Background: an optimization exercise with open tools, aiming at small area. Do not read the settings as production practice. In this exercise RTL edits were held to simulation tests only and were not proved equivalent to the original.

==> flow/design.v (outline; a module is shown in full before it is edited, if it fits) <==
// module algorithm_core: 748 lines
// module algorithm_top: 21 lines
module algorithm_top (
  input  logic            clk,
  input  logic            rst_n,
  input  logic            s_axis_valid,
  output logic            s_axis_ready,
  input  logic signed [DATA_WIDTH*2-1:0] s_axis_data,  
  output logic            m_axis_valid,
  input  logic            m_axis_ready,
  output logic signed [OUTPUT_WIDTH*2-1:0] m_axis_data
);
  // ...
==> flow/run.sh <==
#!/bin/bash
# synth_recipe.tcl (not shown) runs the flow's synth.tcl, then flattens the netlist and writes it again
# the make line also repeats each setting of config.mk as NAME=value (left out here)
make -C /OpenROAD-flow-scripts/flow DESIGN_CONFIG=/design/flow/config.mk WORK_HOME=/design/flow/orfs CLKGATE_MAP_FILE= SYNTH_SCRIPT=/design/flow/synth_recipe.tcl finish
==> flow/config.mk <==
export PLATFORM = sky130hd
export DESIGN_NAME = algorithm_top
export DESIGN_NICKNAME = algorithm_top
export VERILOG_FILES = /design/flow/design.v
export SDC_FILE = /design/flow/constraint.sdc
export NUM_CORES = 4
export LEC_CHECK = 0
export CAP_MARGIN = 20
export CORE_MARGIN = 2
export CORE_UTILIZATION = 40
export SLEW_MARGIN = 20
==> flow/constraint.sdc <==
create_clock -name core_clock -period 11.0 [get_ports {clk}]
set_input_delay 2.2000 -clock core_clock [delete_from_list [all_inputs] [get_ports {clk}]]
set_output_delay 2.2000 -clock core_clock [all_outputs]
set_load 0.01 [all_outputs]
==> summary.txt, run 1 <==
- Area Overhead vs Synth: 11.9%
- Status: finished clean
- WL met2: about 39 mm
- Post-Syn Area: 0.0301 mm²
- Simple-gate share of the synthesized area: under 10%
- Compound-gate portion of the synthesized area: between 6 and 7%
- Mux contribution to synthesized area: around an eighth
- CTS Buf Count: 46
- DRT Pass-1 Iters: 6
- M3 GR Usage: about 2.3%
- Synth top area cells: edfxtp_1, fa_1, mux4_2
- Placed Cells: around 3200
- R2R Setup Slk: around 7.6 ns
- Final Hold Vio Count: 0
- Non-clk invs: around 280
- Critical Path End: m_axis_data[26]
- #FFs+latches synth: roughly 520
- Most frequent cells in the layout: edfxtp_1, inv_1, fa_1, nand2_1, mux4_2
- Max Clock Freq: about 0.094 GHz
- Core Util, Final: a little under half
- Detail Placement HPWL: between 50 and 60 mm
- Met3 wire length: 4.35 mm
- Seq. cell area: roughly 0.016 mm²
- Required @ worst endpoint: 8.80 ns
- Clkbuf count: 64
- DR top layer: met5
- H-tree Lvls: 2
- Layout Nets: between 2000 and 3000
- Pre-CTS setup slack: between 0.6 and 0.7 ns
- Min-delay src: core_i.wr_ptr[4]$_DFFE_PN0P_
- Yosys top cell area share: between 50% and 60%
- Leading cell kind: registers
- Max FO, Critical Path: 30
- Synth Area in Adders: between 15 and 20%
==> module algorithm_core, before the edit <==
module algorithm_core (
  input  logic            clk,
  input  logic            rst_n,
  input  logic            in_valid,
  output logic            in_ready,
  input  logic signed [DATA_WIDTH*2-1:0] in_data,  
  output logic            out_valid,
  input  logic            out_ready,
  output logic signed [OUTPUT_WIDTH*2-1:0] out_data
);
  localparam int DEPTH = PIPELINE_DEPTH;
  localparam int PTR_BITS = $clog2(DEPTH);
  logic [PTR_BITS:0] wr_ptr, rd_ptr;
  logic [DATA_WIDTH*2-1:0] mem [0:DEPTH-1];
  logic empty, full, push, pop;
  assign empty = (wr_ptr == rd_ptr);
  assign full  = (wr_ptr[PTR_BITS] != rd_ptr[PTR_BITS]) &&
                 (wr_ptr[PTR_BITS-1:0] == rd_ptr[PTR_BITS-1:0]);
  assign in_ready  = !full;
  assign out_valid = !empty;
  assign push = in_valid && !full;
  assign pop  = out_ready && !empty;
  always_ff @(posedge clk or negedge rst_n) begin
    if (!rst_n) begin
      wr_ptr <= '0;
      rd_ptr <= '0;
    end else begin
      if (push) wr_ptr <= wr_ptr + 1'b1;
      if (pop)  rd_ptr <= rd_ptr + 1'b1;
    end
  end
  always_ff @(posedge clk) begin
    if (push) mem[wr_ptr[PTR_BITS-1:0]] <= in_data;
  end
  logic [DATA_WIDTH*2-1:0] head;
  logic [1:0] k;
  assign head = mem[rd_ptr[PTR_BITS-1:0]];
  assign k = rd_ptr[1:0];
  logic [DATA_WIDTH-1:0] a, b;
  assign a = head[DATA_WIDTH*2-1 -: DATA_WIDTH];
  assign b = head[DATA_WIDTH-1 -: DATA_WIDTH];
  logic [16:0] q_r, q_i;
  wire r_0 = (k == 2'd0) ? 1'b0 : (k == 2'd1) ? b[0] : (k == 2'd2) ? 1'b0 : 1'b0;
  wire r_1 = (k == 2'd0) ? 1'b0 : (k == 2'd1) ? b[1] : (k == 2'd2) ? b[0] : 1'b0;
  wire r_2 = (k == 2'd0) ? 1'b0 : (k == 2'd1) ? b[2] : (k == 2'd2) ? b[1] : b[0];
  wire r_3 = (k == 2'd0) ? 1'b0 : (k == 2'd1) ? b[3] : (k == 2'd2) ? b[2] : b[1];
  wire r_4 = (k == 2'd0) ? 1'b0 : (k == 2'd1) ? b[4] : (k == 2'd2) ? b[3] : b[2];
  wire r_5 = (k == 2'd0) ? 1'b0 : (k == 2'd1) ? b[5] : (k == 2'd2) ? b[4] : b[3];
  wire r_6 = (k == 2'd0) ? 1'b0 : (k == 2'd1) ? b[6] : (k == 2'd2) ? b[5] : b[4];
  wire r_7 = (k == 2'd0) ? 1'b0 : (k == 2'd1) ? b[7] : (k == 2'd2) ? b[6] : b[5];
  wire r_8 = (k == 2'd0) ? 1'b0 : (k == 2'd1) ? b[8] : (k == 2'd2) ? b[7] : b[6];
  wire r_9 = (k == 2'd0) ? 1'b0 : (k == 2'd1) ? b[9] : (k == 2'd2) ? b[8] : b[7];
  wire r_10 = (k == 2'd0) ? 1'b0 : (k == 2'd1) ? b[10] : (k == 2'd2) ? b[9] : b[8];
  wire r_11 = (k == 2'd0) ? 1'b0 : (k == 2'd1) ? b[11] : (k == 2'd2) ? b[10] : b[9];
  wire r_12 = (k == 2'd0) ? 1'b0 : (k == 2'd1) ? b[12] : (k == 2'd2) ? b[11] : b[10];
  wire r_13 = (k == 2'd0) ? 1'b0 : (k == 2'd1) ? b[13] : (k == 2'd2) ? b[12] : b[11];
  wire r_14 = (k == 2'd0) ? 1'b0 : (k == 2'd1) ? b[14] : (k == 2'd2) ? b[13] : b[12];
  wire r_15 = (k == 2'd0) ? 1'b0 : (k == 2'd1) ? b[15] : (k == 2'd2) ? b[14] : b[13];
  wire r_16 = (k == 2'd0) ? 1'b0 : (k == 2'd1) ? b[15] : (k == 2'd2) ? b[15] : b[14];
  wire r_17 = (k == 2'd0) ? 1'b1 : (k == 2'd1) ? ~b[15] : (k == 2'd2) ? ~b[15] : ~b[15];
  wire r_18 = (k == 2'd0) ? 1'b0 : (k == 2'd1) ? b[0] : (k == 2'd2) ? 1'b0 : b[0];
  wire r_19 = (k == 2'd0) ? 1'b0 : (k == 2'd1) ? b[1] : (k == 2'd2) ? b[0] : b[1];
  wire r_20 = (k == 2'd0) ? 1'b0 : (k == 2'd1) ? b[2] : (k == 2'd2) ? b[1] : b[2];
  wire r_21 = (k == 2'd0) ? 1'b0 : (k == 2'd1) ? b[3] : (k == 2'd2) ? b[2] : b[3];
  wire r_22 = (k == 2'd0) ? 1'b0 : (k == 2'd1) ? b[4] : (k == 2'd2) ? b[3] : b[4];
  wire r_23 = (k == 2'd0) ? 1'b0 : (k == 2'd1) ? b[5] : (k == 2'd2) ? b[4] : b[5];
  wire r_24 = (k == 2'd0) ? 1'b0 : (k == 2'd1) ? b[6] : (k == 2'd2) ? b[5] : b[6];
  wire r_25 = (k == 2'd0) ? 1'b0 : (k == 2'd1) ? b[7] : (k == 2'd2) ? b[6] : b[7];
  wire r_26 = (k == 2'd0) ? 1'b0 : (k == 2'd1) ? b[8] : (k == 2'd2) ? b[7] : b[8];
  wire r_27 = (k == 2'd0) ? 1'b0 : (k == 2'd1) ? b[9] : (k == 2'd2) ? b[8] : b[9];
  wire r_28 = (k == 2'd0) ? 1'b0 : (k == 2'd1) ? b[10] : (k == 2'd2) ? b[9] : b[10];
  wire r_29 = (k == 2'd0) ? 1'b0 : (k == 2'd1) ? b[11] : (k == 2'd2) ? b[10] : b[11];
  wire r_30 = (k == 2'd0) ? 1'b0 : (k == 2'd1) ? b[12] : (k == 2'd2) ? b[11] : b[12];
  wire r_31 = (k == 2'd0) ? 1'b0 : (k == 2'd1) ? b[13] : (k == 2'd2) ? b[12] : b[13];
  wire r_32 = (k == 2'd0) ? 1'b0 : (k == 2'd1) ? b[14] : (k == 2'd2) ? b[13] : b[14];
  wire r_33 = (k == 2'd0) ? 1'b0 : (k == 2'd1) ? b[15] : (k == 2'd2) ? b[14] : b[15];
  wire r_34 = (k == 2'd0) ? 1'b1 : (k == 2'd1) ? ~b[15] : (k == 2'd2) ? ~b[15] : ~b[15];
  wire r_35 = (k == 2'd0) ? 1'b0 : (k == 2'd1) ? b[0] : (k == 2'd2) ? 1'b0 : 1'b0;
  wire r_36 = (k == 2'd0) ? 1'b0 : (k == 2'd1) ? b[1] : (k == 2'd2) ? b[0] : 1'b0;
  wire r_37 = (k == 2'd0) ? 1'b0 : (k == 2'd1) ? b[2] : (k == 2'd2) ? b[1] : b[0];
  wire r_38 = (k == 2'd0) ? 1'b0 : (k == 2'd1) ? b[3] : (k == 2'd2) ? b[2] : b[1];
  wire r_39 = (k == 2'd0) ? 1'b0 : (k == 2'd1) ? b[4] : (k == 2'd2) ? b[3] : b[2];
  wire r_40 = (k == 2'd0) ? 1'b0 : (k == 2'd1) ? b[5] : (k == 2'd2) ? b[4] : b[3];
  wire r_41 = (k == 2'd0) ? 1'b0 : (k == 2'd1) ? b[6] : (k == 2'd2) ? b[5] : b[4];
  wire r_42 = (k == 2'd0) ? 1'b0 : (k == 2'd1) ? b[7] : (k == 2'd2) ? b[6] : b[5];
  wire r_43 = (k == 2'd0) ? 1'b0 : (k == 2'd1) ? b[8] : (k == 2'd2) ? b[7] : b[6];
  wire r_44 = (k == 2'd0) ? 1'b0 : (k == 2'd1) ? b[9] : (k == 2'd2) ? b[8] : b[7];
  wire r_45 = (k == 2'd0) ? 1'b0 : (k == 2'd1) ? b[10] : (k == 2'd2) ? b[9] : b[8];
  wire r_46 = (k == 2'd0) ? 1'b0 : (k == 2'd1) ? b[11] : (k == 2'd2) ? b[10] : b[9];
  wire r_47 = (k == 2'd0) ? 1'b0 : (k == 2'd1) ? b[12] : (k == 2'd2) ? b[11] : b[10];
  wire r_48 = (k == 2'd0) ? 1'b0 : (k == 2'd1) ? b[13] : (k == 2'd2) ? b[12] : b[11];
  wire r_49 = (k == 2'd0) ? 1'b0 : (k == 2'd1) ? b[14] : (k == 2'd2) ? b[13] : b[12];
  wire r_50 = (k == 2'd0) ? 1'b0 : (k == 2'd1) ? b[15] : (k == 2'd2) ? b[14] : b[13];
  wire r_51 = (k == 2'd0) ? 1'b0 : (k == 2'd1) ? b[15] : (k == 2'd2) ? b[15] : b[14];
  wire r_52 = (k == 2'd0) ? 1'b1 : (k == 2'd1) ? ~b[15] : (k == 2'd2) ? ~b[15] : ~b[15];
  wire r_53 = (k == 2'd0) ? 1'b0 : (k == 2'd1) ? b[0] : (k == 2'd2) ? b[0] : 1'b0;
  wire r_54 = (k == 2'd0) ? 1'b0 : (k == 2'd1) ? b[1] : (k == 2'd2) ? b[1] : ~b[0];
  wire r_55 = (k == 2'd0) ? 1'b0 : (k == 2'd1) ? b[2] : (k == 2'd2) ? b[2] : ~b[1];
  wire r_56 = (k == 2'd0) ? 1'b0 : (k == 2'd1) ? b[3] : (k == 2'd2) ? b[3] : ~b[2];
  wire r_57 = (k == 2'd0) ? 1'b0 : (k == 2'd1) ? b[4] : (k == 2'd2) ? b[4] : ~b[3];
  wire r_58 = (k == 2'd0) ? 1'b0 : (k == 2'd1) ? b[5] : (k == 2'd2) ? b[5] : ~b[4];
  wire r_59 = (k == 2'd0) ? 1'b0 : (k == 2'd1) ? b[6] : (k == 2'd2) ? b[6] : ~b[5];
  wire r_60 = (k == 2'd0) ? 1'b0 : (k == 2'd1) ? b[7] : (k == 2'd2) ? b[7] : ~b[6];
  wire r_61 = (k == 2'd0) ? 1'b0 : (k == 2'd1) ? b[8] : (k == 2'd2) ? b[8] : ~b[7];
  wire r_62 = (k == 2'd0) ? 1'b0 : (k == 2'd1) ? b[9] : (k == 2'd2) ? b[9] : ~b[8];
  wire r_63 = (k == 2'd0) ? 1'b0 : (k == 2'd1) ? b[10] : (k == 2'd2) ? b[10] : ~b[9];
  wire r_64 = (k == 2'd0) ? 1'b0 : (k == 2'd1) ? b[11] : (k == 2'd2) ? b[11] : ~b[10];
  wire r_65 = (k == 2'd0) ? 1'b0 : (k == 2'd1) ? b[12] : (k == 2'd2) ? b[12] : ~b[11];
  wire r_66 = (k == 2'd0) ? 1'b0 : (k == 2'd1) ? b[13] : (k == 2'd2) ? b[13] : ~b[12];
  wire r_67 = (k == 2'd0) ? 1'b0 : (k == 2'd1) ? b[14] : (k == 2'd2) ? b[14] : ~b[13];
  wire r_68 = (k == 2'd0) ? 1'b0 : (k == 2'd1) ? b[15] : (k == 2'd2) ? b[15] : ~b[14];
  wire r_69 = (k == 2'd0) ? 1'b1 : (k == 2'd1) ? ~b[15] : (k == 2'd2) ? ~b[15] : b[15];
  wire r_70 = (k == 2'd0) ? 1'b0 : (k == 2'd1) ? ~a[0] : (k == 2'd2) ? 1'b0 : 1'b0;
  wire r_71 = (k == 2'd0) ? 1'b0 : (k == 2'd1) ? ~a[1] : (k == 2'd2) ? 1'b0 : 1'b0;
  wire r_72 = (k == 2'd0) ? 1'b0 : (k == 2'd1) ? ~a[2] : (k == 2'd2) ? ~a[0] : 1'b0;
  wire r_73 = (k == 2'd0) ? 1'b0 : (k == 2'd1) ? ~a[3] : (k == 2'd2) ? ~a[1] : ~a[0];
  wire r_74 = (k == 2'd0) ? 1'b0 : (k == 2'd1) ? ~a[4] : (k == 2'd2) ? ~a[2] : ~a[1];
  wire r_75 = (k == 2'd0) ? 1'b0 : (k == 2'd1) ? ~a[5] : (k == 2'd2) ? ~a[3] : ~a[2];
  wire r_76 = (k == 2'd0) ? 1'b0 : (k == 2'd1) ? ~a[6] : (k == 2'd2) ? ~a[4] : ~a[3];
  wire r_77 = (k == 2'd0) ? 1'b0 : (k == 2'd1) ? ~a[7] : (k == 2'd2) ? ~a[5] : ~a[4];
  wire r_78 = (k == 2'd0) ? 1'b0 : (k == 2'd1) ? ~a[8] : (k == 2'd2) ? ~a[6] : ~a[5];
  wire r_79 = (k == 2'd0) ? 1'b0 : (k == 2'd1) ? ~a[9] : (k == 2'd2) ? ~a[7] : ~a[6];
  wire r_80 = (k == 2'd0) ? 1'b0 : (k == 2'd1) ? ~a[10] : (k == 2'd2) ? ~a[8] : ~a[7];
  wire r_81 = (k == 2'd0) ? 1'b0 : (k == 2'd1) ? ~a[11] : (k == 2'd2) ? ~a[9] : ~a[8];
  wire r_82 = (k == 2'd0) ? 1'b0 : (k == 2'd1) ? ~a[12] : (k == 2'd2) ? ~a[10] : ~a[9];
  wire r_83 = (k == 2'd0) ? 1'b0 : (k == 2'd1) ? ~a[13] : (k == 2'd2) ? ~a[11] : ~a[10];
  wire r_84 = (k == 2'd0) ? 1'b0 : (k == 2'd1) ? ~a[14] : (k == 2'd2) ? ~a[12] : ~a[11];
  wire r_85 = (k == 2'd0) ? 1'b0 : (k == 2'd1) ? ~a[15] : (k == 2'd2) ? ~a[13] : ~a[12];
  wire r_86 = (k == 2'd0) ? 1'b0 : (k == 2'd1) ? ~a[15] : (k == 2'd2) ? ~a[14] : ~a[13];
  wire r_87 = (k == 2'd0) ? 1'b0 : (k == 2'd1) ? ~a[15] : (k == 2'd2) ? ~a[15] : ~a[14];
  wire r_88 = (k == 2'd0) ? 1'b1 : (k == 2'd1) ? a[15] : (k == 2'd2) ? a[15] : a[15];
  wire r_89 = (k == 2'd0) ? 1'b0 : (k == 2'd1) ? 1'b0 : (k == 2'd2) ? ~a[0] : ~a[0];
  wire r_90 = (k == 2'd0) ? 1'b0 : (k == 2'd1) ? 1'b0 : (k == 2'd2) ? ~a[1] : ~a[1];
  wire r_91 = (k == 2'd0) ? 1'b0 : (k == 2'd1) ? 1'b0 : (k == 2'd2) ? ~a[2] : ~a[2];
  wire r_92 = (k == 2'd0) ? 1'b0 : (k == 2'd1) ? 1'b0 : (k == 2'd2) ? ~a[3] : ~a[3];
  wire r_93 = (k == 2'd0) ? 1'b0 : (k == 2'd1) ? 1'b0 : (k == 2'd2) ? ~a[4] : ~a[4];
  wire r_94 = (k == 2'd0) ? 1'b0 : (k == 2'd1) ? 1'b0 : (k == 2'd2) ? ~a[5] : ~a[5];
  wire r_95 = (k == 2'd0) ? 1'b0 : (k == 2'd1) ? 1'b0 : (k == 2'd2) ? ~a[6] : ~a[6];
  wire r_96 = (k == 2'd0) ? 1'b0 : (k == 2'd1) ? 1'b0 : (k == 2'd2) ? ~a[7] : ~a[7];
  wire r_97 = (k == 2'd0) ? 1'b0 : (k == 2'd1) ? 1'b0 : (k == 2'd2) ? ~a[8] : ~a[8];
  wire r_98 = (k == 2'd0) ? 1'b0 : (k == 2'd1) ? 1'b0 : (k == 2'd2) ? ~a[9] : ~a[9];
  wire r_99 = (k == 2'd0) ? 1'b0 : (k == 2'd1) ? 1'b0 : (k == 2'd2) ? ~a[10] : ~a[10];
  wire r_100 = (k == 2'd0) ? 1'b0 : (k == 2'd1) ? 1'b0 : (k == 2'd2) ? ~a[11] : ~a[11];
  wire r_101 = (k == 2'd0) ? 1'b0 : (k == 2'd1) ? 1'b0 : (k == 2'd2) ? ~a[12] : ~a[12];
  wire r_102 = (k == 2'd0) ? 1'b0 : (k == 2'd1) ? 1'b0 : (k == 2'd2) ? ~a[13] : ~a[13];
  wire r_103 = (k == 2'd0) ? 1'b0 : (k == 2'd1) ? 1'b0 : (k == 2'd2) ? ~a[14] : ~a[14];
  wire r_104 = (k == 2'd0) ? 1'b1 : (k == 2'd1) ? 1'b1 : (k == 2'd2) ? a[15] : a[15];
  wire r_105 = (k == 2'd0) ? 1'b0 : (k == 2'd1) ? 1'b0 : (k == 2'd2) ? 1'b0 : ~a[0];
  wire r_106 = (k == 2'd0) ? 1'b0 : (k == 2'd1) ? 1'b0 : (k == 2'd2) ? 1'b0 : ~a[1];
  wire r_107 = (k == 2'd0) ? 1'b0 : (k == 2'd1) ? 1'b0 : (k == 2'd2) ? 1'b0 : ~a[2];
  wire r_108 = (k == 2'd0) ? 1'b0 : (k == 2'd1) ? 1'b0 : (k == 2'd2) ? 1'b0 : ~a[3];
  wire r_109 = (k == 2'd0) ? 1'b0 : (k == 2'd1) ? 1'b0 : (k == 2'd2) ? 1'b0 : ~a[4];
  wire r_110 = (k == 2'd0) ? 1'b0 : (k == 2'd1) ? 1'b0 : (k == 2'd2) ? 1'b0 : ~a[5];
  wire r_111 = (k == 2'd0) ? 1'b0 : (k == 2'd1) ? 1'b0 : (k == 2'd2) ? 1'b0 : ~a[6];
  wire r_112 = (k == 2'd0) ? 1'b0 : (k == 2'd1) ? 1'b0 : (k == 2'd2) ? 1'b0 : ~a[7];
  wire r_113 = (k == 2'd0) ? 1'b0 : (k == 2'd1) ? 1'b0 : (k == 2'd2) ? 1'b0 : ~a[8];
  wire r_114 = (k == 2'd0) ? 1'b0 : (k == 2'd1) ? 1'b0 : (k == 2'd2) ? 1'b0 : ~a[9];
  wire r_115 = (k == 2'd0) ? 1'b0 : (k == 2'd1) ? 1'b0 : (k == 2'd2) ? 1'b0 : ~a[10];
  wire r_116 = (k == 2'd0) ? 1'b0 : (k == 2'd1) ? 1'b0 : (k == 2'd2) ? 1'b0 : ~a[11];
  wire r_117 = (k == 2'd0) ? 1'b0 : (k == 2'd1) ? 1'b0 : (k == 2'd2) ? 1'b0 : ~a[12];
  wire r_118 = (k == 2'd0) ? 1'b0 : (k == 2'd1) ? 1'b0 : (k == 2'd2) ? 1'b0 : ~a[13];
  wire r_119 = (k == 2'd0) ? 1'b0 : (k == 2'd1) ? 1'b0 : (k == 2'd2) ? 1'b0 : ~a[14];
  wire r_120 = (k == 2'd0) ? 1'b1 : (k == 2'd1) ? 1'b1 : (k == 2'd2) ? 1'b1 : a[15];
  wire r_121 = (k == 2'd3);
  wire r_122 = (k == 2'd1) | (k == 2'd2) | (k == 2'd3);
  wire r_123 = (k == 2'd3);
  wire r_124 = (k == 2'd2);
  wire r_125 = (k == 2'd3);
  wire r_126, r_127;
  assign {r_127, r_126} = r_112 + r_95;
  wire r_128, r_129;
  assign {r_129, r_128} = r_113 + r_96 + r_77;
  wire r_130, r_131;
  assign {r_131, r_130} = r_114 + r_97 + r_78;
  wire r_132, r_133;
  assign {r_133, r_132} = r_115 + r_98 + r_79;
  wire r_134, r_135;
  assign {r_135, r_134} = r_116 + r_99 + r_80;
  wire r_136, r_137;
  assign {r_137, r_136} = r_117 + r_100 + r_81;
  wire r_138, r_139;
  assign {r_139, r_138} = r_118 + r_101 + r_82;
  wire r_140, r_141;
  assign {r_141, r_140} = r_65 + r_45;
  wire r_142, r_143;
  assign {r_143, r_142} = r_119 + r_102 + r_83;
  wire r_144, r_145;
  assign {r_145, r_144} = r_66 + r_46 + r_26;
  wire r_146, r_147;
  assign {r_147, r_146} = 1'b1 + r_120 + r_103;
  wire r_148, r_149;
  assign {r_149, r_148} = r_84 + r_67 + r_47;
  wire r_150, r_151;
  assign {r_151, r_150} = r_27 + r_8;
  wire r_152, r_153;
  assign {r_153, r_152} = r_104 + r_85 + r_68;
  wire r_154, r_155;
  assign {r_155, r_154} = r_48 + r_28 + r_9;
  wire r_156, r_157;
  assign {r_157, r_156} = r_86 + r_69 + r_49;
  wire r_158, r_159;
  assign {r_159, r_158} = 1'b1 + r_87;
  wire r_160, r_161;
  assign {r_161, r_160} = r_122 + r_106;
  wire r_162, r_163;
  assign {r_163, r_162} = r_123 + r_107 + r_90;
  wire r_164, r_165;
  assign {r_165, r_164} = r_124 + r_108 + r_91;
  wire r_166, r_167;
  assign {r_167, r_166} = r_72 + r_55;
  wire r_168, r_169;
  assign {r_169, r_168} = r_125 + r_109 + r_92;
  wire r_170, r_171;
  assign {r_171, r_170} = r_73 + r_56 + r_36;
  wire r_172, r_173;
  assign {r_173, r_172} = r_110 + r_93 + r_74;
  wire r_174, r_175;
  assign {r_175, r_174} = r_57 + r_37;
  wire r_176, r_177;
  assign {r_177, r_176} = r_111 + r_94 + r_75;
  wire r_178, r_179;
  assign {r_179, r_178} = r_58 + r_38 + r_18;
  wire r_180, r_181;
  assign {r_181, r_180} = r_76 + r_59 + r_39;
  wire r_182, r_183;
  assign {r_183, r_182} = r_19 + r_0 + r_126;
  wire r_184, r_185;
  assign {r_185, r_184} = r_60 + r_40 + r_20;
  wire r_186, r_187;
  assign {r_187, r_186} = r_1 + r_128 + r_127;
  wire r_188, r_189;
  assign {r_189, r_188} = r_61 + r_41 + r_21;
  wire r_190, r_191;
  assign {r_191, r_190} = r_2 + r_130 + r_129;
  wire r_192, r_193;
  assign {r_193, r_192} = r_62 + r_42 + r_22;
  wire r_194, r_195;
  assign {r_195, r_194} = r_3 + r_132 + r_131;
  wire r_196, r_197;
  assign {r_197, r_196} = r_63 + r_43 + r_23;
  wire r_198, r_199;
  assign {r_199, r_198} = r_4 + r_134 + r_133;
  wire r_200, r_201;
  assign {r_201, r_200} = r_64 + r_44 + r_24;
  wire r_202, r_203;
  assign {r_203, r_202} = r_5 + r_136 + r_135;
  wire r_204, r_205;
  assign {r_205, r_204} = r_25 + r_6 + a[0];
  wire r_206, r_207;
  assign {r_207, r_206} = r_140 + r_138 + r_137;
  wire r_208, r_209;
  assign {r_209, r_208} = r_7 + a[1] + r_144;
  wire r_210, r_211;
  assign {r_211, r_210} = r_142 + r_141 + r_139;
  wire r_212, r_213;
  assign {r_213, r_212} = a[2] + r_150 + r_148;
  wire r_214, r_215;
  assign {r_215, r_214} = r_146 + r_145 + r_143;
  wire r_216, r_217;
  assign {r_217, r_216} = a[3] + r_154 + r_152;
  wire r_218, r_219;
  assign {r_219, r_218} = r_151 + r_149 + r_147;
  wire r_220, r_221;
  assign {r_221, r_220} = r_29 + r_10 + a[4];
  wire r_222, r_223;
  assign {r_223, r_222} = r_156 + r_155 + r_153;
  wire r_224, r_225;
  assign {r_225, r_224} = r_50 + r_30 + r_11;
  wire r_226, r_227;
  assign {r_227, r_226} = a[5] + r_158 + r_157;
  wire r_228, r_229;
  assign {r_229, r_228} = r_88 + r_51 + r_31;
  wire r_230, r_231;
  assign {r_231, r_230} = r_12 + a[6] + r_159;
  wire r_232, r_233;
  assign {r_233, r_232} = r_52 + r_32 + r_13;
  wire r_234, r_235;
  assign {r_235, r_234} = 1'b1 + r_33;
  wire r_236, r_237;
  assign {r_237, r_236} = r_89 + r_70;
  wire r_238, r_239;
  assign {r_239, r_238} = r_71 + r_54 + r_162;
  wire r_240, r_241;
  assign {r_241, r_240} = r_35 + r_166 + r_164;
  wire r_242, r_243;
  assign {r_243, r_242} = r_170 + r_168 + r_167;
  wire r_244, r_245;
  assign {r_245, r_244} = r_174 + r_172 + r_171;
  wire r_246, r_247;
  assign {r_247, r_246} = r_178 + r_176 + r_175;
  wire r_248, r_249;
  assign {r_249, r_248} = r_182 + r_180 + r_179;
  wire r_250, r_251;
  assign {r_251, r_250} = r_186 + r_184 + r_183;
  wire r_252, r_253;
  assign {r_253, r_252} = r_190 + r_188 + r_187;
  wire r_254, r_255;
  assign {r_255, r_254} = r_194 + r_192 + r_191;
  wire r_256, r_257;
  assign {r_257, r_256} = r_198 + r_196 + r_195;
  wire r_258, r_259;
  assign {r_259, r_258} = r_202 + r_200 + r_199;
  wire r_260, r_261;
  assign {r_261, r_260} = r_206 + r_204 + r_203;
  wire r_262, r_263;
  assign {r_263, r_262} = r_210 + r_208 + r_207;
  wire r_264, r_265;
  assign {r_265, r_264} = r_214 + r_212 + r_211;
  wire r_266, r_267;
  assign {r_267, r_266} = r_218 + r_216 + r_215;
  wire r_268, r_269;
  assign {r_269, r_268} = r_222 + r_220 + r_219;
  wire r_270, r_271;
  assign {r_271, r_270} = r_226 + r_224 + r_223;
  wire r_272, r_273;
  assign {r_273, r_272} = r_230 + r_228 + r_227;
  wire r_274, r_275;
  assign {r_275, r_274} = a[7] + r_232 + r_231;
  wire r_276, r_277;
  assign {r_277, r_276} = r_14 + a[8] + r_234;
  wire r_278, r_279;
  assign {r_279, r_278} = r_34 + r_15 + a[9];
  wire r_280, r_281;
  assign {r_281, r_280} = 1'b1 + r_16;
  wire r_282, r_283;
  assign {r_283, r_282} = r_53 + r_160;
  wire r_284, r_285;
  assign {r_285, r_284} = r_161 + r_238 + r_237;
  wire r_286, r_287;
  assign {r_287, r_286} = r_163 + r_240 + r_239;
  wire r_288, r_289;
  assign {r_289, r_288} = r_165 + r_242 + r_241;
  wire r_290, r_291;
  assign {r_291, r_290} = r_169 + r_244 + r_243;
  wire r_292, r_293;
  assign {r_293, r_292} = r_173 + r_246 + r_245;
  wire r_294, r_295;
  assign {r_295, r_294} = r_177 + r_248 + r_247;
  wire r_296, r_297;
  assign {r_297, r_296} = r_181 + r_250 + r_249;
  wire r_298, r_299;
  assign {r_299, r_298} = r_185 + r_252 + r_251;
  wire r_300, r_301;
  assign {r_301, r_300} = r_189 + r_254 + r_253;
  wire r_302, r_303;
  assign {r_303, r_302} = r_193 + r_256 + r_255;
  wire r_304, r_305;
  assign {r_305, r_304} = r_197 + r_258 + r_257;
  wire r_306, r_307;
  assign {r_307, r_306} = r_201 + r_260 + r_259;
  wire r_308, r_309;
  assign {r_309, r_308} = r_205 + r_262 + r_261;
  wire r_310, r_311;
  assign {r_311, r_310} = r_209 + r_264 + r_263;
  wire r_312, r_313;
  assign {r_313, r_312} = r_213 + r_266 + r_265;
  wire r_314, r_315;
  assign {r_315, r_314} = r_217 + r_268 + r_267;
  wire r_316, r_317;
  assign {r_317, r_316} = r_221 + r_270 + r_269;
  wire r_318, r_319;
  assign {r_319, r_318} = r_225 + r_272 + r_271;
  wire r_320, r_321;
  assign {r_321, r_320} = r_229 + r_274 + r_273;
  wire r_322, r_323;
  assign {r_323, r_322} = r_233 + r_276 + r_275;
  wire r_324, r_325;
  assign {r_325, r_324} = r_235 + r_278 + r_277;
  wire r_326, r_327;
  assign {r_327, r_326} = a[10] + r_280 + r_279;
  wire r_328, r_329;
  assign {r_329, r_328} = r_17 + a[11] + r_281;
  wire r_330, r_331;
  assign {r_331, r_330} = 1'b1 + a[12];
  wire r_332, r_333;
  assign {r_333, r_332} = 1'b1 + a[13];
  wire r_334, r_335;
  assign {r_335, r_334} = 1'b1 + a[14];
  wire [29:0] r_x = {1'b1, r_335, r_333, r_331, r_329, r_327, r_325, r_323, r_321, r_319, r_317, r_315, r_313, r_311, r_309, r_307, r_305, r_303, r_301, r_299, r_297, r_295, r_293, r_291, r_289, r_287, r_285, r_283, r_282, r_105};
  wire [29:0] r_y = {1'b0, ~a[15], r_334, r_332, r_330, r_328, r_326, r_324, r_322, r_320, r_318, r_316, r_314, r_312, r_310, r_308, r_306, r_304, r_302, r_300, r_298, r_296, r_294, r_292, r_290, r_288, r_286, r_284, r_236, r_121};
  wire [29:0] r_v = r_x + r_y;
  assign q_r = r_v[29:13];
  wire i_0 = (k == 2'd0) ? 1'b0 : (k == 2'd1) ? ~a[0] : (k == 2'd2) ? 1'b0 : 1'b0;
  wire i_1 = (k == 2'd0) ? 1'b0 : (k == 2'd1) ? ~a[1] : (k == 2'd2) ? ~a[0] : 1'b0;
  wire i_2 = (k == 2'd0) ? 1'b0 : (k == 2'd1) ? ~a[2] : (k == 2'd2) ? ~a[1] : ~a[0];
  wire i_3 = (k == 2'd0) ? 1'b0 : (k == 2'd1) ? ~a[3] : (k == 2'd2) ? ~a[2] : ~a[1];
  wire i_4 = (k == 2'd0) ? 1'b0 : (k == 2'd1) ? ~a[4] : (k == 2'd2) ? ~a[3] : ~a[2];
  wire i_5 = (k == 2'd0) ? 1'b0 : (k == 2'd1) ? ~a[5] : (k == 2'd2) ? ~a[4] : ~a[3];
  wire i_6 = (k == 2'd0) ? 1'b0 : (k == 2'd1) ? ~a[6] : (k == 2'd2) ? ~a[5] : ~a[4];
  wire i_7 = (k == 2'd0) ? 1'b0 : (k == 2'd1) ? ~a[7] : (k == 2'd2) ? ~a[6] : ~a[5];
  wire i_8 = (k == 2'd0) ? 1'b0 : (k == 2'd1) ? ~a[8] : (k == 2'd2) ? ~a[7] : ~a[6];
  wire i_9 = (k == 2'd0) ? 1'b0 : (k == 2'd1) ? ~a[9] : (k == 2'd2) ? ~a[8] : ~a[7];
  wire i_10 = (k == 2'd0) ? 1'b0 : (k == 2'd1) ? ~a[10] : (k == 2'd2) ? ~a[9] : ~a[8];
  wire i_11 = (k == 2'd0) ? 1'b0 : (k == 2'd1) ? ~a[11] : (k == 2'd2) ? ~a[10] : ~a[9];
  wire i_12 = (k == 2'd0) ? 1'b0 : (k == 2'd1) ? ~a[12] : (k == 2'd2) ? ~a[11] : ~a[10];
  wire i_13 = (k == 2'd0) ? 1'b0 : (k == 2'd1) ? ~a[13] : (k == 2'd2) ? ~a[12] : ~a[11];
  wire i_14 = (k == 2'd0) ? 1'b0 : (k == 2'd1) ? ~a[14] : (k == 2'd2) ? ~a[13] : ~a[12];
  wire i_15 = (k == 2'd0) ? 1'b0 : (k == 2'd1) ? ~a[15] : (k == 2'd2) ? ~a[14] : ~a[13];
  wire i_16 = (k == 2'd0) ? 1'b0 : (k == 2'd1) ? ~a[15] : (k == 2'd2) ? ~a[15] : ~a[14];
  wire i_17 = (k == 2'd0) ? 1'b1 : (k == 2'd1) ? a[15] : (k == 2'd2) ? a[15] : a[15];
  wire i_18 = (k == 2'd0) ? 1'b0 : (k == 2'd1) ? ~a[0] : (k == 2'd2) ? 1'b0 : ~a[0];
  wire i_19 = (k == 2'd0) ? 1'b0 : (k == 2'd1) ? ~a[1] : (k == 2'd2) ? ~a[0] : ~a[1];
  wire i_20 = (k == 2'd0) ? 1'b0 : (k == 2'd1) ? ~a[2] : (k == 2'd2) ? ~a[1] : ~a[2];
  wire i_21 = (k == 2'd0) ? 1'b0 : (k == 2'd1) ? ~a[3] : (k == 2'd2) ? ~a[2] : ~a[3];
  wire i_22 = (k == 2'd0) ? 1'b0 : (k == 2'd1) ? ~a[4] : (k == 2'd2) ? ~a[3] : ~a[4];
  wire i_23 = (k == 2'd0) ? 1'b0 : (k == 2'd1) ? ~a[5] : (k == 2'd2) ? ~a[4] : ~a[5];
  wire i_24 = (k == 2'd0) ? 1'b0 : (k == 2'd1) ? ~a[6] : (k == 2'd2) ? ~a[5] : ~a[6];
  wire i_25 = (k == 2'd0) ? 1'b0 : (k == 2'd1) ? ~a[7] : (k == 2'd2) ? ~a[6] : ~a[7];
  wire i_26 = (k == 2'd0) ? 1'b0 : (k == 2'd1) ? ~a[8] : (k == 2'd2) ? ~a[7] : ~a[8];
  wire i_27 = (k == 2'd0) ? 1'b0 : (k == 2'd1) ? ~a[9] : (k == 2'd2) ? ~a[8] : ~a[9];
  wire i_28 = (k == 2'd0) ? 1'b0 : (k == 2'd1) ? ~a[10] : (k == 2'd2) ? ~a[9] : ~a[10];
  wire i_29 = (k == 2'd0) ? 1'b0 : (k == 2'd1) ? ~a[11] : (k == 2'd2) ? ~a[10] : ~a[11];
  wire i_30 = (k == 2'd0) ? 1'b0 : (k == 2'd1) ? ~a[12] : (k == 2'd2) ? ~a[11] : ~a[12];
  wire i_31 = (k == 2'd0) ? 1'b0 : (k == 2'd1) ? ~a[13] : (k == 2'd2) ? ~a[12] : ~a[13];
  wire i_32 = (k == 2'd0) ? 1'b0 : (k == 2'd1) ? ~a[14] : (k == 2'd2) ? ~a[13] : ~a[14];
  wire i_33 = (k == 2'd0) ? 1'b0 : (k == 2'd1) ? ~a[15] : (k == 2'd2) ? ~a[14] : ~a[15];
  wire i_34 = (k == 2'd0) ? 1'b1 : (k == 2'd1) ? a[15] : (k == 2'd2) ? a[15] : a[15];
  wire i_35 = (k == 2'd0) ? 1'b0 : (k == 2'd1) ? ~a[0] : (k == 2'd2) ? 1'b0 : 1'b0;
  wire i_36 = (k == 2'd0) ? 1'b0 : (k == 2'd1) ? ~a[1] : (k == 2'd2) ? ~a[0] : 1'b0;
  wire i_37 = (k == 2'd0) ? 1'b0 : (k == 2'd1) ? ~a[2] : (k == 2'd2) ? ~a[1] : ~a[0];
  wire i_38 = (k == 2'd0) ? 1'b0 : (k == 2'd1) ? ~a[3] : (k == 2'd2) ? ~a[2] : ~a[1];
  wire i_39 = (k == 2'd0) ? 1'b0 : (k == 2'd1) ? ~a[4] : (k == 2'd2) ? ~a[3] : ~a[2];
  wire i_40 = (k == 2'd0) ? 1'b0 : (k == 2'd1) ? ~a[5] : (k == 2'd2) ? ~a[4] : ~a[3];
  wire i_41 = (k == 2'd0) ? 1'b0 : (k == 2'd1) ? ~a[6] : (k == 2'd2) ? ~a[5] : ~a[4];
  wire i_42 = (k == 2'd0) ? 1'b0 : (k == 2'd1) ? ~a[7] : (k == 2'd2) ? ~a[6] : ~a[5];
  wire i_43 = (k == 2'd0) ? 1'b0 : (k == 2'd1) ? ~a[8] : (k == 2'd2) ? ~a[7] : ~a[6];
  wire i_44 = (k == 2'd0) ? 1'b0 : (k == 2'd1) ? ~a[9] : (k == 2'd2) ? ~a[8] : ~a[7];
  wire i_45 = (k == 2'd0) ? 1'b0 : (k == 2'd1) ? ~a[10] : (k == 2'd2) ? ~a[9] : ~a[8];
  wire i_46 = (k == 2'd0) ? 1'b0 : (k == 2'd1) ? ~a[11] : (k == 2'd2) ? ~a[10] : ~a[9];
  wire i_47 = (k == 2'd0) ? 1'b0 : (k == 2'd1) ? ~a[12] : (k == 2'd2) ? ~a[11] : ~a[10];
  wire i_48 = (k == 2'd0) ? 1'b0 : (k == 2'd1) ? ~a[13] : (k == 2'd2) ? ~a[12] : ~a[11];
  wire i_49 = (k == 2'd0) ? 1'b0 : (k == 2'd1) ? ~a[14] : (k == 2'd2) ? ~a[13] : ~a[12];
  wire i_50 = (k == 2'd0) ? 1'b0 : (k == 2'd1) ? ~a[15] : (k == 2'd2) ? ~a[14] : ~a[13];
  wire i_51 = (k == 2'd0) ? 1'b0 : (k == 2'd1) ? ~a[15] : (k == 2'd2) ? ~a[15] : ~a[14];
  wire i_52 = (k == 2'd0) ? 1'b1 : (k == 2'd1) ? a[15] : (k == 2'd2) ? a[15] : a[15];
  wire i_53 = (k == 2'd0) ? 1'b0 : (k == 2'd1) ? ~a[0] : (k == 2'd2) ? ~a[0] : 1'b0;
  wire i_54 = (k == 2'd0) ? 1'b0 : (k == 2'd1) ? ~a[1] : (k == 2'd2) ? ~a[1] : a[0];
  wire i_55 = (k == 2'd0) ? 1'b0 : (k == 2'd1) ? ~a[2] : (k == 2'd2) ? ~a[2] : a[1];
  wire i_56 = (k == 2'd0) ? 1'b0 : (k == 2'd1) ? ~a[3] : (k == 2'd2) ? ~a[3] : a[2];
  wire i_57 = (k == 2'd0) ? 1'b0 : (k == 2'd1) ? ~a[4] : (k == 2'd2) ? ~a[4] : a[3];
  wire i_58 = (k == 2'd0) ? 1'b0 : (k == 2'd1) ? ~a[5] : (k == 2'd2) ? ~a[5] : a[4];
  wire i_59 = (k == 2'd0) ? 1'b0 : (k == 2'd1) ? ~a[6] : (k == 2'd2) ? ~a[6] : a[5];
  wire i_60 = (k == 2'd0) ? 1'b0 : (k == 2'd1) ? ~a[7] : (k == 2'd2) ? ~a[7] : a[6];
  wire i_61 = (k == 2'd0) ? 1'b0 : (k == 2'd1) ? ~a[8] : (k == 2'd2) ? ~a[8] : a[7];
  wire i_62 = (k == 2'd0) ? 1'b0 : (k == 2'd1) ? ~a[9] : (k == 2'd2) ? ~a[9] : a[8];
  wire i_63 = (k == 2'd0) ? 1'b0 : (k == 2'd1) ? ~a[10] : (k == 2'd2) ? ~a[10] : a[9];
  wire i_64 = (k == 2'd0) ? 1'b0 : (k == 2'd1) ? ~a[11] : (k == 2'd2) ? ~a[11] : a[10];
  wire i_65 = (k == 2'd0) ? 1'b0 : (k == 2'd1) ? ~a[12] : (k == 2'd2) ? ~a[12] : a[11];
  wire i_66 = (k == 2'd0) ? 1'b0 : (k == 2'd1) ? ~a[13] : (k == 2'd2) ? ~a[13] : a[12];
  wire i_67 = (k == 2'd0) ? 1'b0 : (k == 2'd1) ? ~a[14] : (k == 2'd2) ? ~a[14] : a[13];
  wire i_68 = (k == 2'd0) ? 1'b0 : (k == 2'd1) ? ~a[15] : (k == 2'd2) ? ~a[15] : a[14];
  wire i_69 = (k == 2'd0) ? 1'b1 : (k == 2'd1) ? a[15] : (k == 2'd2) ? a[15] : ~a[15];
  wire i_70 = (k == 2'd0) ? 1'b0 : (k == 2'd1) ? ~b[0] : (k == 2'd2) ? 1'b0 : 1'b0;
  wire i_71 = (k == 2'd0) ? 1'b0 : (k == 2'd1) ? ~b[1] : (k == 2'd2) ? 1'b0 : 1'b0;
  wire i_72 = (k == 2'd0) ? 1'b0 : (k == 2'd1) ? ~b[2] : (k == 2'd2) ? ~b[0] : 1'b0;
  wire i_73 = (k == 2'd0) ? 1'b0 : (k == 2'd1) ? ~b[3] : (k == 2'd2) ? ~b[1] : ~b[0];
  wire i_74 = (k == 2'd0) ? 1'b0 : (k == 2'd1) ? ~b[4] : (k == 2'd2) ? ~b[2] : ~b[1];
  wire i_75 = (k == 2'd0) ? 1'b0 : (k == 2'd1) ? ~b[5] : (k == 2'd2) ? ~b[3] : ~b[2];
  wire i_76 = (k == 2'd0) ? 1'b0 : (k == 2'd1) ? ~b[6] : (k == 2'd2) ? ~b[4] : ~b[3];
  wire i_77 = (k == 2'd0) ? 1'b0 : (k == 2'd1) ? ~b[7] : (k == 2'd2) ? ~b[5] : ~b[4];
  wire i_78 = (k == 2'd0) ? 1'b0 : (k == 2'd1) ? ~b[8] : (k == 2'd2) ? ~b[6] : ~b[5];
  wire i_79 = (k == 2'd0) ? 1'b0 : (k == 2'd1) ? ~b[9] : (k == 2'd2) ? ~b[7] : ~b[6];
  wire i_80 = (k == 2'd0) ? 1'b0 : (k == 2'd1) ? ~b[10] : (k == 2'd2) ? ~b[8] : ~b[7];
  wire i_81 = (k == 2'd0) ? 1'b0 : (k == 2'd1) ? ~b[11] : (k == 2'd2) ? ~b[9] : ~b[8];
  wire i_82 = (k == 2'd0) ? 1'b0 : (k == 2'd1) ? ~b[12] : (k == 2'd2) ? ~b[10] : ~b[9];
  wire i_83 = (k == 2'd0) ? 1'b0 : (k == 2'd1) ? ~b[13] : (k == 2'd2) ? ~b[11] : ~b[10];
  wire i_84 = (k == 2'd0) ? 1'b0 : (k == 2'd1) ? ~b[14] : (k == 2'd2) ? ~b[12] : ~b[11];
  wire i_85 = (k == 2'd0) ? 1'b0 : (k == 2'd1) ? ~b[15] : (k == 2'd2) ? ~b[13] : ~b[12];
  wire i_86 = (k == 2'd0) ? 1'b0 : (k == 2'd1) ? ~b[15] : (k == 2'd2) ? ~b[14] : ~b[13];
  wire i_87 = (k == 2'd0) ? 1'b0 : (k == 2'd1) ? ~b[15] : (k == 2'd2) ? ~b[15] : ~b[14];
  wire i_88 = (k == 2'd0) ? 1'b1 : (k == 2'd1) ? b[15] : (k == 2'd2) ? b[15] : b[15];
  wire i_89 = (k == 2'd0) ? 1'b0 : (k == 2'd1) ? 1'b0 : (k == 2'd2) ? ~b[0] : ~b[0];
  wire i_90 = (k == 2'd0) ? 1'b0 : (k == 2'd1) ? 1'b0 : (k == 2'd2) ? ~b[1] : ~b[1];
  wire i_91 = (k == 2'd0) ? 1'b0 : (k == 2'd1) ? 1'b0 : (k == 2'd2) ? ~b[2] : ~b[2];
  wire i_92 = (k == 2'd0) ? 1'b0 : (k == 2'd1) ? 1'b0 : (k == 2'd2) ? ~b[3] : ~b[3];
  wire i_93 = (k == 2'd0) ? 1'b0 : (k == 2'd1) ? 1'b0 : (k == 2'd2) ? ~b[4] : ~b[4];
  wire i_94 = (k == 2'd0) ? 1'b0 : (k == 2'd1) ? 1'b0 : (k == 2'd2) ? ~b[5] : ~b[5];
  wire i_95 = (k == 2'd0) ? 1'b0 : (k == 2'd1) ? 1'b0 : (k == 2'd2) ? ~b[6] : ~b[6];
  wire i_96 = (k == 2'd0) ? 1'b0 : (k == 2'd1) ? 1'b0 : (k == 2'd2) ? ~b[7] : ~b[7];
  wire i_97 = (k == 2'd0) ? 1'b0 : (k == 2'd1) ? 1'b0 : (k == 2'd2) ? ~b[8] : ~b[8];
  wire i_98 = (k == 2'd0) ? 1'b0 : (k == 2'd1) ? 1'b0 : (k == 2'd2) ? ~b[9] : ~b[9];
  wire i_99 = (k == 2'd0) ? 1'b0 : (k == 2'd1) ? 1'b0 : (k == 2'd2) ? ~b[10] : ~b[10];
  wire i_100 = (k == 2'd0) ? 1'b0 : (k == 2'd1) ? 1'b0 : (k == 2'd2) ? ~b[11] : ~b[11];
  wire i_101 = (k == 2'd0) ? 1'b0 : (k == 2'd1) ? 1'b0 : (k == 2'd2) ? ~b[12] : ~b[12];
  wire i_102 = (k == 2'd0) ? 1'b0 : (k == 2'd1) ? 1'b0 : (k == 2'd2) ? ~b[13] : ~b[13];
  wire i_103 = (k == 2'd0) ? 1'b0 : (k == 2'd1) ? 1'b0 : (k == 2'd2) ? ~b[14] : ~b[14];
  wire i_104 = (k == 2'd0) ? 1'b1 : (k == 2'd1) ? 1'b1 : (k == 2'd2) ? b[15] : b[15];
  wire i_105 = (k == 2'd0) ? 1'b0 : (k == 2'd1) ? 1'b0 : (k == 2'd2) ? 1'b0 : ~b[0];
  wire i_106 = (k == 2'd0) ? 1'b0 : (k == 2'd1) ? 1'b0 : (k == 2'd2) ? 1'b0 : ~b[1];
  wire i_107 = (k == 2'd0) ? 1'b0 : (k == 2'd1) ? 1'b0 : (k == 2'd2) ? 1'b0 : ~b[2];
  wire i_108 = (k == 2'd0) ? 1'b0 : (k == 2'd1) ? 1'b0 : (k == 2'd2) ? 1'b0 : ~b[3];
  wire i_109 = (k == 2'd0) ? 1'b0 : (k == 2'd1) ? 1'b0 : (k == 2'd2) ? 1'b0 : ~b[4];
  wire i_110 = (k == 2'd0) ? 1'b0 : (k == 2'd1) ? 1'b0 : (k == 2'd2) ? 1'b0 : ~b[5];
  wire i_111 = (k == 2'd0) ? 1'b0 : (k == 2'd1) ? 1'b0 : (k == 2'd2) ? 1'b0 : ~b[6];
  wire i_112 = (k == 2'd0) ? 1'b0 : (k == 2'd1) ? 1'b0 : (k == 2'd2) ? 1'b0 : ~b[7];
  wire i_113 = (k == 2'd0) ? 1'b0 : (k == 2'd1) ? 1'b0 : (k == 2'd2) ? 1'b0 : ~b[8];
  wire i_114 = (k == 2'd0) ? 1'b0 : (k == 2'd1) ? 1'b0 : (k == 2'd2) ? 1'b0 : ~b[9];
  wire i_115 = (k == 2'd0) ? 1'b0 : (k == 2'd1) ? 1'b0 : (k == 2'd2) ? 1'b0 : ~b[10];
  wire i_116 = (k == 2'd0) ? 1'b0 : (k == 2'd1) ? 1'b0 : (k == 2'd2) ? 1'b0 : ~b[11];
  wire i_117 = (k == 2'd0) ? 1'b0 : (k == 2'd1) ? 1'b0 : (k == 2'd2) ? 1'b0 : ~b[12];
  wire i_118 = (k == 2'd0) ? 1'b0 : (k == 2'd1) ? 1'b0 : (k == 2'd2) ? 1'b0 : ~b[13];
  wire i_119 = (k == 2'd0) ? 1'b0 : (k == 2'd1) ? 1'b0 : (k == 2'd2) ? 1'b0 : ~b[14];
  wire i_120 = (k == 2'd0) ? 1'b1 : (k == 2'd1) ? 1'b1 : (k == 2'd2) ? 1'b1 : b[15];
  wire i_121 = (k == 2'd3);
  wire i_122 = (k == 2'd3);
  wire i_123 = (k == 2'd1) | (k == 2'd2);
  wire i_124 = (k == 2'd1) | (k == 2'd2);
  wire i_125 = (k == 2'd2) | (k == 2'd3);
  wire i_126 = (k == 2'd3);
  wire i_127 = (k == 2'd1) | (k == 2'd3);
  wire i_128 = (k == 2'd1) | (k == 2'd2);
  wire i_129 = (k == 2'd2);
  wire i_130 = (k == 2'd3);
  wire i_131, i_132;
  assign {i_132, i_131} = i_127 + i_111;
  wire i_133, i_134;
  assign {i_134, i_133} = i_128 + i_112 + i_95;
  wire i_135, i_136;
  assign {i_136, i_135} = i_76 + i_59;
  wire i_137, i_138;
  assign {i_138, i_137} = i_129 + i_113 + i_96;
  wire i_139, i_140;
  assign {i_140, i_139} = i_77 + i_60 + i_40;
  wire i_141, i_142;
  assign {i_142, i_141} = i_130 + i_114 + i_97;
  wire i_143, i_144;
  assign {i_144, i_143} = i_78 + i_61 + i_41;
  wire i_145, i_146;
  assign {i_146, i_145} = i_115 + i_98 + i_79;
  wire i_147, i_148;
  assign {i_148, i_147} = i_62 + i_42;
  wire i_149, i_150;
  assign {i_150, i_149} = i_116 + i_99 + i_80;
  wire i_151, i_152;
  assign {i_152, i_151} = i_63 + i_43;
  wire i_153, i_154;
  assign {i_154, i_153} = i_117 + i_100 + i_81;
  wire i_155, i_156;
  assign {i_156, i_155} = i_64 + i_44;
  wire i_157, i_158;
  assign {i_158, i_157} = i_118 + i_101 + i_82;
  wire i_159, i_160;
  assign {i_160, i_159} = i_65 + i_45 + i_25;
  wire i_161, i_162;
  assign {i_162, i_161} = i_119 + i_102 + i_83;
  wire i_163, i_164;
  assign {i_164, i_163} = i_66 + i_46 + i_26;
  wire i_165, i_166;
  assign {i_166, i_165} = 1'b1 + i_120 + i_103;
  wire i_167, i_168;
  assign {i_168, i_167} = i_84 + i_67 + i_47;
  wire i_169, i_170;
  assign {i_170, i_169} = i_27 + i_8;
  wire i_171, i_172;
  assign {i_172, i_171} = i_104 + i_85 + i_68;
  wire i_173, i_174;
  assign {i_174, i_173} = i_48 + i_28 + i_9;
  wire i_175, i_176;
  assign {i_176, i_175} = i_86 + i_69 + i_49;
  wire i_177, i_178;
  assign {i_178, i_177} = 1'b1 + i_87;
  wire i_179, i_180;
  assign {i_180, i_179} = i_122 + i_106;
  wire i_181, i_182;
  assign {i_182, i_181} = i_123 + i_107 + i_90;
  wire i_183, i_184;
  assign {i_184, i_183} = i_124 + i_108 + i_91;
  wire i_185, i_186;
  assign {i_186, i_185} = i_72 + i_55;
  wire i_187, i_188;
  assign {i_188, i_187} = i_125 + i_109 + i_92;
  wire i_189, i_190;
  assign {i_190, i_189} = i_73 + i_56 + i_36;
  wire i_191, i_192;
  assign {i_192, i_191} = i_126 + i_110 + i_93;
  wire i_193, i_194;
  assign {i_194, i_193} = i_74 + i_57 + i_37;
  wire i_195, i_196;
  assign {i_196, i_195} = i_94 + i_75 + i_58;
  wire i_197, i_198;
  assign {i_198, i_197} = i_38 + i_18 + i_131;
  wire i_199, i_200;
  assign {i_200, i_199} = i_39 + i_19 + i_0;
  wire i_201, i_202;
  assign {i_202, i_201} = i_135 + i_133 + i_132;
  wire i_203, i_204;
  assign {i_204, i_203} = i_20 + i_1 + i_139;
  wire i_205, i_206;
  assign {i_206, i_205} = i_137 + i_136 + i_134;
  wire i_207, i_208;
  assign {i_208, i_207} = i_21 + i_2 + i_143;
  wire i_209, i_210;
  assign {i_210, i_209} = i_141 + i_140 + i_138;
  wire i_211, i_212;
  assign {i_212, i_211} = i_22 + i_3 + i_147;
  wire i_213, i_214;
  assign {i_214, i_213} = i_145 + i_144 + i_142;
  wire i_215, i_216;
  assign {i_216, i_215} = i_23 + i_4 + i_151;
  wire i_217, i_218;
  assign {i_218, i_217} = i_149 + i_148 + i_146;
  wire i_219, i_220;
  assign {i_220, i_219} = i_24 + i_5 + i_155;
  wire i_221, i_222;
  assign {i_222, i_221} = i_153 + i_152 + i_150;
  wire i_223, i_224;
  assign {i_224, i_223} = i_6 + b[0] + i_159;
  wire i_225, i_226;
  assign {i_226, i_225} = i_157 + i_156 + i_154;
  wire i_227, i_228;
  assign {i_228, i_227} = i_7 + b[1] + i_163;
  wire i_229, i_230;
  assign {i_230, i_229} = i_161 + i_160 + i_158;
  wire i_231, i_232;
  assign {i_232, i_231} = b[2] + i_169 + i_167;
  wire i_233, i_234;
  assign {i_234, i_233} = i_165 + i_164 + i_162;
  wire i_235, i_236;
  assign {i_236, i_235} = b[3] + i_173 + i_171;
  wire i_237, i_238;
  assign {i_238, i_237} = i_170 + i_168 + i_166;
  wire i_239, i_240;
  assign {i_240, i_239} = i_29 + i_10 + b[4];
  wire i_241, i_242;
  assign {i_242, i_241} = i_175 + i_174 + i_172;
  wire i_243, i_244;
  assign {i_244, i_243} = i_50 + i_30 + i_11;
  wire i_245, i_246;
  assign {i_246, i_245} = b[5] + i_177 + i_176;
  wire i_247, i_248;
  assign {i_248, i_247} = i_88 + i_51 + i_31;
  wire i_249, i_250;
  assign {i_250, i_249} = i_12 + b[6] + i_178;
  wire i_251, i_252;
  assign {i_252, i_251} = i_52 + i_32 + i_13;
  wire i_253, i_254;
  assign {i_254, i_253} = 1'b1 + i_33;
  wire i_255, i_256;
  assign {i_256, i_255} = i_89 + i_70;
  wire i_257, i_258;
  assign {i_258, i_257} = i_71 + i_54 + i_181;
  wire i_259, i_260;
  assign {i_260, i_259} = i_35 + i_185 + i_183;
  wire i_261, i_262;
  assign {i_262, i_261} = i_189 + i_187 + i_186;
  wire i_263, i_264;
  assign {i_264, i_263} = i_193 + i_191 + i_190;
  wire i_265, i_266;
  assign {i_266, i_265} = i_197 + i_195 + i_194;
  wire i_267, i_268;
  assign {i_268, i_267} = i_201 + i_199 + i_198;
  wire i_269, i_270;
  assign {i_270, i_269} = i_205 + i_203 + i_202;
  wire i_271, i_272;
  assign {i_272, i_271} = i_209 + i_207 + i_206;
  wire i_273, i_274;
  assign {i_274, i_273} = i_213 + i_211 + i_210;
  wire i_275, i_276;
  assign {i_276, i_275} = i_217 + i_215 + i_214;
  wire i_277, i_278;
  assign {i_278, i_277} = i_221 + i_219 + i_218;
  wire i_279, i_280;
  assign {i_280, i_279} = i_225 + i_223 + i_222;
  wire i_281, i_282;
  assign {i_282, i_281} = i_229 + i_227 + i_226;
  wire i_283, i_284;
  assign {i_284, i_283} = i_233 + i_231 + i_230;
  wire i_285, i_286;
  assign {i_286, i_285} = i_237 + i_235 + i_234;
  wire i_287, i_288;
  assign {i_288, i_287} = i_241 + i_239 + i_238;
  wire i_289, i_290;
  assign {i_290, i_289} = i_245 + i_243 + i_242;
  wire i_291, i_292;
  assign {i_292, i_291} = i_249 + i_247 + i_246;
  wire i_293, i_294;
  assign {i_294, i_293} = b[7] + i_251 + i_250;
  wire i_295, i_296;
  assign {i_296, i_295} = i_14 + b[8] + i_253;
  wire i_297, i_298;
  assign {i_298, i_297} = i_34 + i_15 + b[9];
  wire i_299, i_300;
  assign {i_300, i_299} = 1'b1 + i_16;
  wire i_301, i_302;
  assign {i_302, i_301} = i_53 + i_179;
  wire i_303, i_304;
  assign {i_304, i_303} = i_180 + i_257 + i_256;
  wire i_305, i_306;
  assign {i_306, i_305} = i_182 + i_259 + i_258;
  wire i_307, i_308;
  assign {i_308, i_307} = i_184 + i_261 + i_260;
  wire i_309, i_310;
  assign {i_310, i_309} = i_188 + i_263 + i_262;
  wire i_311, i_312;
  assign {i_312, i_311} = i_192 + i_265 + i_264;
  wire i_313, i_314;
  assign {i_314, i_313} = i_196 + i_267 + i_266;
  wire i_315, i_316;
  assign {i_316, i_315} = i_200 + i_269 + i_268;
  wire i_317, i_318;
  assign {i_318, i_317} = i_204 + i_271 + i_270;
  wire i_319, i_320;
  assign {i_320, i_319} = i_208 + i_273 + i_272;
  wire i_321, i_322;
  assign {i_322, i_321} = i_212 + i_275 + i_274;
  wire i_323, i_324;
  assign {i_324, i_323} = i_216 + i_277 + i_276;
  wire i_325, i_326;
  assign {i_326, i_325} = i_220 + i_279 + i_278;
  wire i_327, i_328;
  assign {i_328, i_327} = i_224 + i_281 + i_280;
  wire i_329, i_330;
  assign {i_330, i_329} = i_228 + i_283 + i_282;
  wire i_331, i_332;
  assign {i_332, i_331} = i_232 + i_285 + i_284;
  wire i_333, i_334;
  assign {i_334, i_333} = i_236 + i_287 + i_286;
  wire i_335, i_336;
  assign {i_336, i_335} = i_240 + i_289 + i_288;
  wire i_337, i_338;
  assign {i_338, i_337} = i_244 + i_291 + i_290;
  wire i_339, i_340;
  assign {i_340, i_339} = i_248 + i_293 + i_292;
  wire i_341, i_342;
  assign {i_342, i_341} = i_252 + i_295 + i_294;
  wire i_343, i_344;
  assign {i_344, i_343} = i_254 + i_297 + i_296;
  wire i_345, i_346;
  assign {i_346, i_345} = b[10] + i_299 + i_298;
  wire i_347, i_348;
  assign {i_348, i_347} = i_17 + b[11] + i_300;
  wire i_349, i_350;
  assign {i_350, i_349} = 1'b1 + b[12];
  wire i_351, i_352;
  assign {i_352, i_351} = 1'b1 + b[13];
  wire i_353, i_354;
  assign {i_354, i_353} = 1'b1 + b[14];
  wire [29:0] i_x = {1'b1, i_354, i_352, i_350, i_348, i_346, i_344, i_342, i_340, i_338, i_336, i_334, i_332, i_330, i_328, i_326, i_324, i_322, i_320, i_318, i_316, i_314, i_312, i_310, i_308, i_306, i_304, i_302, i_301, i_105};
  wire [29:0] i_y = {1'b0, ~b[15], i_353, i_351, i_349, i_347, i_345, i_343, i_341, i_339, i_337, i_335, i_333, i_331, i_329, i_327, i_325, i_323, i_321, i_319, i_317, i_315, i_313, i_311, i_309, i_307, i_305, i_303, i_255, i_121};
  wire [29:0] i_v = i_x + i_y;
  assign q_i = i_v[29:13];
  function automatic logic [OUTPUT_WIDTH-1:0] scale_sat(input logic [16:0] q);
    if (!q[16] && q[15])      scale_sat = 18'h1ffff;
    else if (q[16] && !q[15]) scale_sat = 18'h20000;
    else                      scale_sat = {q[15:0], 2'b00};
  endfunction
  assign out_data = {scale_sat(q_r), scale_sat(q_i)};
endmodule
==> inputs of run 2 (changes only) <==
--- a/flow/design.v
+++ b/flow/design.v
@@ -40,3 +40,10 @@
   logic [1:0] k;
-  assign head = mem[rd_ptr[PTR_BITS-1:0]];
+  logic [DEPTH-1:0] rd_sel;
+  always_comb begin
+    head = '0;
+    for (int j = 0; j < DEPTH; j++) begin
+      rd_sel[j] = (rd_ptr[PTR_BITS-1:0] == j);
+      head = head | ({(DATA_WIDTH*2){rd_sel[j]}} & mem[j]);
+    end
+  end
   assign k = rd_ptr[1:0];
--- a/flow/config.mk
+++ b/flow/config.mk
@@ -10,2 +10,3 @@
 export CORE_UTILIZATION = 40
+export CTS_BUF_LIST = sky130_fd_sc_hd__clkbuf_4 sky130_fd_sc_hd__clkbuf_8
 export SLEW_MARGIN = 20
==> run 2 against run 1 <==
  * Critical path depth rose by 4
  * Global-route usage rose by 4.2 points
  * Clock-buffer cell count rose by 41
  * Final area decreased by 0.74%
  * Via count grew 13%
  * Fmax decreased by 0.36%
  * Register-to-register slack better by 0.40 ns
  * Synthesized area down 3.1%
  * Die area decreased by 3.1%
  * Cell count rose by 8.6%
  * Critical endpoint is now m_axis_data[29]
  * Largest cell class unchanged
==> summary.txt, run 2 <==
- Gr ovfl total: 0
- Max Root-Sink Buffers: 3
- Final setup vio count: 0
- H-tree Lvls: 3 (+1)
- Synthesized instance count: between 2000 and 2500
- Initial antenna violation count: 2
- Most frequent cells in the layout: edfxtp_1, inv_1, nand2_1, fa_1, a22oi_1
- Worst hold slack: just under 0.5 ns
- Synth top area cells: edfxtp_1, fa_1, a22oi_1
- Detailed Route Iter0 Violations: approximately 2300
- Via count: a little over 20000
- Final Hold Vio Count: 0 (unchanged)
- CTS Buf Count: 74 (+61%)
- Core ar.: 0.0717 mm²
- Post-synth EDFFs: 512
- Area Overhead vs Synth: 14.7%
- I/O pins: 74
- Hold Crit Depth: 1
- Share of flip-flops with an asynchronous set or reset: around 1.9%
- Post-Syn Area: 0.0291 mm² (-3.1%)
- Cell Rows: 98
- Startpoint class of the critical path: register
- Slew headroom: between 40% and 50%
- Max Cap Violations: 0
- Final Max Slew Viols: 0
- Final Routed Wirelength: around 90 mm
- Yosys top cell area share: 52.8% (+1.6 points)
- DRT Pass-1 Iters: 8 (+2)
- CP max stage delay: 0.56 ns
- Layout cell share with drive strength beyond 1: 14.0%
- Cts hold-fix bufs: 0
- Syn nets: around 2700
- Placer Congestion: roughly 0.95
- Sum Neg Setup Slack: 0 ns
- Initial Util: 40.6%
- Max Clock Freq: 0.0936 GHz (-0.36%)
- Placed Cells: 3375 (+7.1%)
- Post-synth cell types: 74
- Vias per inst: a little under 6
- Synth Flop Type: edfxtp_1
- Status: finished clean
- DP Area: around 0.032 mm²
- Root buf cell: clkbuf_8
- Fill count: between 6000 and 7000
- Chip width: 274 µm
- Critical-path cell with the highest stage delay: clkdlybuf4s50_1
- Non-Filler Instances: about 3500
- Drc violations: 0
- Final instance area: approximately 0.033 mm²
- Die H: roughly 270 µm
- Hold crit path type: register to register
- Most common cell in the netlist: edfxtp_1
- TritonCTS clock tree: built
- Avg Cell Area, Syn: around 12 µm²
- Worst Setup End Kind: output pin
- Tmin final: 10.68 ns
- Worst-skew pair later-pin latency: 0.63 ns
- ANT cells: 0
- Detail Placement HPWL: 60.1 mm (+16%)
- Max FO, Critical Path: 21 (-30%)
- Ys Warns: 1
- Post-route clock period utilization: 97.1%
- Gr usage total: 24.2%
- Layout Nets: 2830 (+11%)
- Max reg flops: 512
- RSZ-0062 raised after global routing: false
- #FFs+latches synth: 522 (unchanged)
- Required @ worst endpoint: 8.80 ns (about the same)
## run 2: changes by cell type after synthesis, moves of 19 or more
| cell | before | now |
|---|---|---|
| a21oi_1 | 84 | 106 |
| nand2b_1 | 27 | 8 |
| mux4_2 | 152 | 0 |
| nand2_1 | 171 | 210 |
| nor2_1 | 143 | 105 |
| a21o_1 | 46 | 24 |
| a22o_1 | 1 | 39 |
| inv_1 | 276 | 247 |
| nor3_1 | 17 | 37 |
| a221oi_1 | 1 | 34 |
| nand3_1 | 16 | 56 |
| o211ai_1 | 4 | 31 |
| a22oi_1 | 1 | 166 |
## run 2: logic make-up (layout without fill, tap and decap cells)
| group | count (synthesis) | after routing | share of synthesized area (%) |
|---|---|---|---|
| XOR/XNOR | 41 | 41 | 1.23 |
| AND/OR/NAND/NOR | 555 | 555 | 9.26 |
| adder cells (fa/ha/maj) | 270 | 270 | 16.3 |
| AO/OA/AOI/OAI | 574 | 574 | 13.9 |
| multiplexers | 7 | 7 | 0.258 |
| flip-flops | 522 | 522 | 53.6 |
| buffers and inverters | 380 | 601 | 5.35 |
## run 2: final timing paths
kind / start / end / slack (ns)
max reg2reg: core_i.rd_ptr[2]$_DFFE_PN0P_ / core_i.mem[15][20]$_DFFE_PP_ / 8.02
min: core_i.wr_ptr[4]$_DFFE_PN0P_ / core_i.wr_ptr[4]$_DFFE_PN0P_ / 0.49
min in group asynchronous: rst_n / core_i.rd_ptr[2]$_DFFE_PN0P_ / 1.90
max: core_i.rd_ptr[0]$_DFFE_PN0P_ / m_axis_data[29] / 0.32
max in group asynchronous: rst_n / core_i.rd_ptr[3]$_DFFE_PN0P_ / 8.73
min reg2reg: core_i.wr_ptr[4]$_DFFE_PN0P_ / core_i.wr_ptr[4]$_DFFE_PN0P_ / 0.49
## run 2: worst max-delay path, delay by kind of cell (launching register included)
kind / cells / cell delay, ns
adders and majority gates: 6 / 2.61
buffers and inverters: 7 / 1.37
muxes: 1 / 0.41
AOI/OAI and AO/OA: 8 / 1.50
and+or+nand+nor: 6 / 1.50
DFF: 1 / 0.44
## run 2: timing repair
item                       4_1_cts  5_1_grt
pin swaps                        2       15
setup endpoints to repair       34       34
buffers inserted                 1       22
gates cloned                     0        0
resized for setup               21       52
## run 2: cell type report
| class | instances | area [µm²] | area share, % |
|---|---|---|---|
| Multi-Input combinational cell | 1447 | 12200 | 36.6 |
| Clock buffer | 105 | 1270 | 3.80 |
| Tap cell | 950 | 1190 | 3.56 |
| Inverter | 254 | 958 | 2.87 |
| Sequential cell | 522 | 15600 | 46.8 |
| Timing Repair Buffer | 225 | 2050 | 6.12 |
| Clock inverter | 17 | 93.8 | 0.281 |
## run 2: through the flow
step | worst slack (ns) | utilization, %
after floorplan | 1.72 | -
after global placement | 0.282 | 44.0
after detailed placement | 0.311 | 44.1
after CTS | 0.0161 | 46.1
after global routing | 0.00274 | 46.6
final | 0.321 | 46.6
## run 2: per-layer routing
metal / global-route usage [%] / part of all wire, %
met1: 31.6 / 40
met2: 40.8 / 49
met3: 3.20 / 7.6
met4: 9.75 / 4.0
met5: 0 / 0.030

re-timing with driven ports:
In the flow no input, the clock included, has a driving cell. The finished layouts below were timed again as built, in two steps.
Step 1 sets driving cells, clkbuf_16 on the clock port and buf_2 on the other inputs (assumed; they add their load-dependent delay and slew).
Step 2 also shifts input and output timing later by t, the mid clock arrival at the registers, as if the neighbouring blocks saw the same clock.
a / b / c = no drivers / after step 1 / after step 2; a / b = the first two.
| run | t (ns) | slack for setup (ns) |
|---|---|---|
| run 1 | 0.602 | 0.360 / 0.308 / 0.910 |
| run 2 | 0.668 | 0.321 / 0.272 / 0.940 |
After both steps setup and hold are still met in every run listed.
